From an optimization exercise on the open Yosys and OpenROAD flow, aimed at small area; shortcuts taken in it are not production practice.
RTL that was checked went through simulation tests only; none was proved equivalent to the original.
No activity file was given, so power comes from the tool's default toggle rates.

alpha:
// core
module core(
  clock, extReset,
  extTriggerIn,
  opcode, config_data, execute, indata, outputBusy,
  sampleReady50, outputSend, stableInput,
  memoryWrData, memoryRead, memoryWrite, memoryLastWrite,
  extTriggerOut, armLED,
  triggerLED, wrFlags, extTestMode);
input clock;
input extReset;
input [7:0] opcode;
input [31:0] config_data;
input execute;
input [31:0] indata;
input outputBusy;
input extTriggerIn;
output sampleReady50;
output outputSend;
output [31:0] stableInput;
output [31:0] memoryWrData;
output memoryRead;
output memoryWrite;
output memoryLastWrite;
output extTriggerOut;
output armLED;
output triggerLED;
output wrFlags;
output extTestMode;
reg resetCmd;
reg dec_trig;      
reg dec_long;      
reg dec_short;     
reg [3:0] dec_lo;
always @(posedge clock)
begin
  resetCmd <= execute & (opcode == 8'h00);
  dec_trig <= execute & (opcode[7:4] == 4'hC);
  dec_long <= execute & (opcode[7:3] == 5'b10000);
  dec_short <= execute & (opcode[7:3] == 5'b00000);
  dec_lo <= opcode[3:0];
end
wire arm_basic = dec_short & (dec_lo[2:0] == 3'd1);
wire finish_now = dec_short & (dec_lo[2:0] == 3'd5);
wire wrDivider = dec_long & (dec_lo[2:0] == 3'd0);
wire wrsize = dec_long & (dec_lo[2:0] == 3'd1);
assign wrFlags = dec_long & (dec_lo[2:0] == 3'd2);
wire wrfwd = dec_long & (dec_lo[2:0] == 3'd3);
wire wrbwd = dec_long & (dec_lo[2:0] == 3'd4);
wire [3:0] wrtrigmask, wrtrigval, wrtrigcfg, wrtrigedge;
genvar gs;
generate
  for (gs = 0; gs < 4; gs = gs + 1)
    begin : dec
      assign wrtrigmask[gs] = dec_trig & (dec_lo == 4*gs+0);
      assign wrtrigval[gs] = dec_trig & (dec_lo == 4*gs+1);
      assign wrtrigcfg[gs] = dec_trig & (dec_lo == 4*gs+2);
      assign wrtrigedge[gs] = dec_trig & (dec_lo == 4*gs+3);
    end
endgenerate
wire arm = arm_basic;
wire reset = extReset | resetCmd;
reg [3:0] reset_reg;
always @(posedge clock or posedge reset)
begin
  if (reset) reset_reg <= 4'hF;
  else reset_reg <= {reset_reg[2:0], 1'b0};
end
wire reset_core = reset_reg[3];
reg [15:0] flags_reg;
always @(posedge clock)
begin
  if (wrFlags) flags_reg <= config_data[15:0];
  if (finish_now) flags_reg[8] <= 1'b0;
end
wire demux_mode = flags_reg[0];
wire filter_mode = flags_reg[1];
  ...
Size: roughly 4600 cells after synthesis, roughly 150 I/O pins.
==> flow/config.mk <==
export PLATFORM = sky130hd
export DESIGN_NAME = core
export DESIGN_NICKNAME = core
export VERILOG_FILES = /design/flow/design.v
export SDC_FILE = /design/flow/constraint.sdc
export NUM_CORES = 4
export LEC_CHECK = 0
export CAP_MARGIN = 20
export CORE_MARGIN = 2
export CORE_UTILIZATION = 78
export SLEW_MARGIN = 20
export CTS_ARGS = -sink_clustering_enable -repair_clock_nets -dont_use_dummy_load -buf_list sky130_fd_sc_hd__clkbuf_8 -sink_clustering_size 16 -sink_clustering_max_diameter 60
export BUFFER_PORTS_ARGS = -buffer_cell sky130_fd_sc_hd__buf_1
==> flow/constraint.sdc <==
create_clock -name core_clock -period 6.0 [get_ports {clock}]
set_input_delay 1.2000 -clock core_clock [delete_from_list [all_inputs] [get_ports {clock}]]
set_output_delay 1.2000 -clock core_clock [all_outputs]
set_load 0.01 [all_outputs]
standard.sh (not shown) runs the stock make flow with config.mk's settings and CLKGATE_MAP_FILE= SYNTH_SCRIPT=/design/flow/synth_recipe.tcl, a recipe that flattens the netlist after the stock synthesis.
==> flow/flow/run.sh <==
#!/bin/bash
set -e
cat >> config.mk <<'EOF'
export CTS_ARGS = -sink_clustering_enable -repair_clock_nets -dont_use_dummy_load -buf_list sky130_fd_sc_hd__clkbuf_8 -sink_clustering_size 16 -sink_clustering_max_diameter 60
export BUFFER_PORTS_ARGS = -buffer_cell sky130_fd_sc_hd__buf_1
EOF
rm -rf scripts_local
cp -r "$FLOW_HOME/scripts" scripts_local
cp flow/abc_speed.script scripts_local/abc_speed.script
bash standard.sh SCRIPTS_DIR="$PWD/scripts_local" > standard.log 2>&1
==> flow/flow/abc_speed.script <==
&get -n
&st
&dch
&nf -p -R 1000 -a
&st
&syn2
&if -g -K 6
&synch2
&nf -p -R 1000 -a
&st
&dch
&nf -p -R 1000 -a
&put
topo
dnsize -c
stime -c
> inputs changed (alpha -> beta)
- an added RECOVER_POWER of 100
==> flow/flow/run.sh <==
#!/bin/bash
set -e
cat >> config.mk <<'EOF'
export CTS_ARGS = -sink_clustering_enable -repair_clock_nets -dont_use_dummy_load -buf_list sky130_fd_sc_hd__clkbuf_8 -sink_clustering_size 16 -sink_clustering_max_diameter 60
export BUFFER_PORTS_ARGS = -buffer_cell sky130_fd_sc_hd__buf_1
export RECOVER_POWER = 100
EOF
rm -rf scripts_local
cp -r "$FLOW_HOME/scripts" scripts_local
cp flow/abc_speed.script scripts_local/abc_speed.script
bash standard.sh SCRIPTS_DIR="$PWD/scripts_local" > standard.log 2>&1
==> comparison <==
- Sort beta and alpha by fraction of the cycle the final worst path needs desc -> top: beta
- Looking at beta and alpha, the layout net count is a wash.
- The post-route core utilization reported for beta is smaller than that of alpha by 0.59 points.
- From alpha to beta the numbers moved as follows: die area flat; wire length flat.
- Comparing beta against alpha, there is no change at all in xor/xnor share of the synthesized area.
- The total power consumption of the routed design was comparable across beta and alpha.
- The flow completed for beta, but it is not clean: the layout still shows capacitance limit, slew limit.
- beta and alpha ended up with nearly the same insertion delay to the later sink of the worst-skew pair.
- beta against alpha: layout-stage area growth over the synthesis result now sits lower; number of buffer and inverter stages on the critical path now sits higher.

---

## before
Another version of the RTL of core (not shown whole).
Size: roughly 4700 cells after synthesis, ~150 I/O pins, ~53000 µm² of cells after synthesis.
export LEC_CHECK = 0
export CAP_MARGIN = 20
export CORE_MARGIN = 2
export CORE_UTILIZATION = 65
export SLEW_MARGIN = 20
export CTS_ARGS = -sink_clustering_enable -repair_clock_nets -dont_use_dummy_load -buf_list sky130_fd_sc_hd__clkbuf_4 -sink_clustering_size 10 -sink_clustering_max_diameter 40
export BUFFER_PORTS_ARGS = -buffer_cell sky130_fd_sc_hd__buf_1
create_clock -name core_clock -period 6.0 [get_ports {clock}]
==> flow/flow/run.sh <==
#!/bin/bash
set -e
cat >> config.mk <<'EOF'
export CTS_ARGS = -sink_clustering_enable -repair_clock_nets -dont_use_dummy_load -buf_list sky130_fd_sc_hd__clkbuf_4 -sink_clustering_size 10 -sink_clustering_max_diameter 40
export BUFFER_PORTS_ARGS = -buffer_cell sky130_fd_sc_hd__buf_1
EOF
rm -rf scripts_local
cp -r "$FLOW_HOME/scripts" scripts_local
cp flow/abc_speed.script scripts_local/abc_speed.script
bash standard.sh SCRIPTS_DIR="$PWD/scripts_local" > standard.log 2>&1
Scripts as last shown in full above: flow/flow/abc_speed.script
before has completed all stages; timing, DRC and antenna checks passed.
Changes in after relative to before:
Settings: swapping -sink_clustering_enable -repair_clock_nets -dont_use_dummy_load -buf_list sky130_fd_sc_hd__clkbuf_4 -sink_clustering_size 10 -sink_clustering_max_diameter 40 for -sink_clustering_enable -repair_clock_nets -dont_use_dummy_load -buf_list sky130_fd_sc_hd__clkbuf_8 -sink_clustering_size 16 -sink_clustering_max_diameter 60 in CTS_ARGS.
==> flow/flow/run.sh <==
#!/bin/bash
set -e
cat >> config.mk <<'EOF'
export CTS_ARGS = -sink_clustering_enable -repair_clock_nets -dont_use_dummy_load -buf_list sky130_fd_sc_hd__clkbuf_8 -sink_clustering_size 16 -sink_clustering_max_diameter 60
export BUFFER_PORTS_ARGS = -buffer_cell sky130_fd_sc_hd__buf_1
EOF
rm -rf scripts_local
cp -r "$FLOW_HOME/scripts" scripts_local
cp flow/abc_speed.script scripts_local/abc_speed.script
bash standard.sh SCRIPTS_DIR="$PWD/scripts_local" > standard.log 2>&1
--- outcome ---
- after leaves more setup margin than before.
- Status: final cell utilization of the core parity (after, before)
- On final area, after and before are neck and neck.
- The run with more routed wire is before, not after.
- after vs before: detailed-routing wirelength on met1 down slightly
No functional check of the RTL was part of any run of this note.

---

== v6 ==
Another version of the RTL of core (not shown whole).
For scale: ~4300 cells after synthesis, about 1400 flip-flops, ~150 I/O pins, about 0.057 mm² of cells after synthesis.
==> flow/config.mk <==
export PLATFORM = sky130hd
export DESIGN_NAME = core
export DESIGN_NICKNAME = core
export VERILOG_FILES = /design/flow/design.v
export SDC_FILE = /design/flow/constraint.sdc
export NUM_CORES = 4
export LEC_CHECK = 0
export CAP_MARGIN = 20
export CORE_MARGIN = 2
export CORE_UTILIZATION = 65
export SLEW_MARGIN = 20
export CTS_ARGS = -sink_clustering_enable -repair_clock_nets -dont_use_dummy_load -buf_list sky130_fd_sc_hd__clkbuf_8 -sink_clustering_size 16 -sink_clustering_max_diameter 60
export BUFFER_PORTS_ARGS = -buffer_cell sky130_fd_sc_hd__buf_1
==> flow/constraint.sdc <==
create_clock -name core_clock -period 6.0 [get_ports {clock}]
set_input_delay 1.2000 -clock core_clock [delete_from_list [all_inputs] [get_ports {clock}]]
set_output_delay 1.2000 -clock core_clock [all_outputs]
set_load 0.01 [all_outputs]
==> flow/flow/run.sh <==
#!/bin/bash
set -e
cat >> config.mk <<'EOF'
export CTS_ARGS = -sink_clustering_enable -repair_clock_nets -dont_use_dummy_load -buf_list sky130_fd_sc_hd__clkbuf_8 -sink_clustering_size 16 -sink_clustering_max_diameter 60
export BUFFER_PORTS_ARGS = -buffer_cell sky130_fd_sc_hd__buf_1
EOF
rm -rf scripts_local
cp -r "$FLOW_HOME/scripts" scripts_local
cp flow/abc_speed.script scripts_local/abc_speed.script
bash standard.sh SCRIPTS_DIR="$PWD/scripts_local" > standard.log 2>&1
==> flow/flow/abc_speed.script <==
&get -n
&st
&dch
&nf -p -R 1000
&st
&syn2
&if -g -K 6
&synch2
&nf -p -R 1000
&st
&syn2
&if -g -K 6
&synch2
&nf -p -R 1000
&st
&syn2
&if -g -K 6
&synch2
&nf -p -R 1000
&st
&syn2
&if -g -K 6
&synch2
&nf -p -R 1000
&st
&syn2
&if -g -K 6
&synch2
&nf -p -R 1000
&put
topo
dnsize -c
stime -c
Relative to v6, the following input files were edited for v7:
# v6
export LEC_CHECK = 0
export CAP_MARGIN = 20
export CORE_MARGIN = 2
export CORE_UTILIZATION = 65
export SLEW_MARGIN = 20
export CTS_ARGS = -sink_clustering_enable -repair_clock_nets -dont_use_dummy_load -buf_list sky130_fd_sc_hd__clkbuf_8 -sink_clustering_size 16 -sink_clustering_max_diameter 60
export BUFFER_PORTS_ARGS = -buffer_cell sky130_fd_sc_hd__buf_1
create_clock -name core_clock -period 6.0 [get_ports {clock}]
# v7
export LEC_CHECK = 0
export CAP_MARGIN = 20
export CORE_MARGIN = 2
export CORE_UTILIZATION = 40
export SLEW_MARGIN = 20
export CTS_ARGS = -sink_clustering_enable -repair_clock_nets -dont_use_dummy_load -buf_list sky130_fd_sc_hd__clkbuf_8 -sink_clustering_size 15 -sink_clustering_max_diameter 50
export BUFFER_PORTS_ARGS = -buffer_cell sky130_fd_sc_hd__buf_1
create_clock -name core_clock -period 6.0 [get_ports {clock}]
==> flow/flow/run.sh <==
#!/bin/bash
set -e
cp standard.sh flow_standard_copy.sh.txt
cat >> config.mk <<'EOF'
export CTS_ARGS = -sink_clustering_enable -repair_clock_nets -dont_use_dummy_load -buf_list sky130_fd_sc_hd__clkbuf_8 -sink_clustering_size 15 -sink_clustering_max_diameter 50
export BUFFER_PORTS_ARGS = -buffer_cell sky130_fd_sc_hd__buf_1
EOF
bash standard.sh > standard.log 2>&1
removed: flow/flow/abc_speed.script
==> results.txt <==
Compared with v6, v7 shows a higher die outline area.
v7 ends up with a overall power after layout that is 3.9% higher than in v6.
Relative to v6, final critical delay including setup and external delays has gone down in v7.
For routed wire length, dividing the value from v7 by the value from v6 gives 1.11.

==> what the ideal ports hide <==
Ports are ideal in the flow. The routed layouts listed here were re-timed in OpenROAD. Step 1 (the two cells are an assumption about what drives the block):
set clk [get_ports {clock}]
set_driving_cell -lib_cell sky130_fd_sc_hd__clkbuf_16 $clk
set_driving_cell -lib_cell sky130_fd_sc_hd__buf_2 [delete_from_list [all_inputs] $clk]
Step 2 also shifts input and output timing later by t, the mid clock arrival at the registers, as if the neighbouring blocks saw the same clock. Three values: ideal ports, drivers, drivers and shift; two values: the first two.
| run | t, ns | setup slack, ns | hold slack, ns | slew at the worst register clock pin (ns) |
|---|---|---|---|---|
| alpha | 0.820 | 1.637 / 1.637 / 1.637 | 0.235 / 0.235 / 0.235 | 0.11 / 0.11 |
| beta | 0.819 | 0.953 / 0.953 / 0.953 | 0.235 / 0.235 / 0.235 | 0.11 / 0.11 |
| before | 1.146 | 1.372 / 1.372 / 1.372 | 0.175 / 0.124 / 0.193 | 0.11 / 0.11 |
| after | 0.796 | 1.405 / 1.405 / 1.405 | 0.193 / 0.193 / 0.193 | 0.11 / 0.11 |
| v6 | 0.843 | 1.977 / 1.908 / 2.110 | 0.230 / 0.210 / 0.230 | 0.11 / 0.11 |
| v7 | 0.934 | 2.077 / 1.999 / 2.214 | 0.124 / 0.066 / 0.299 | 0.10 / 0.10 |
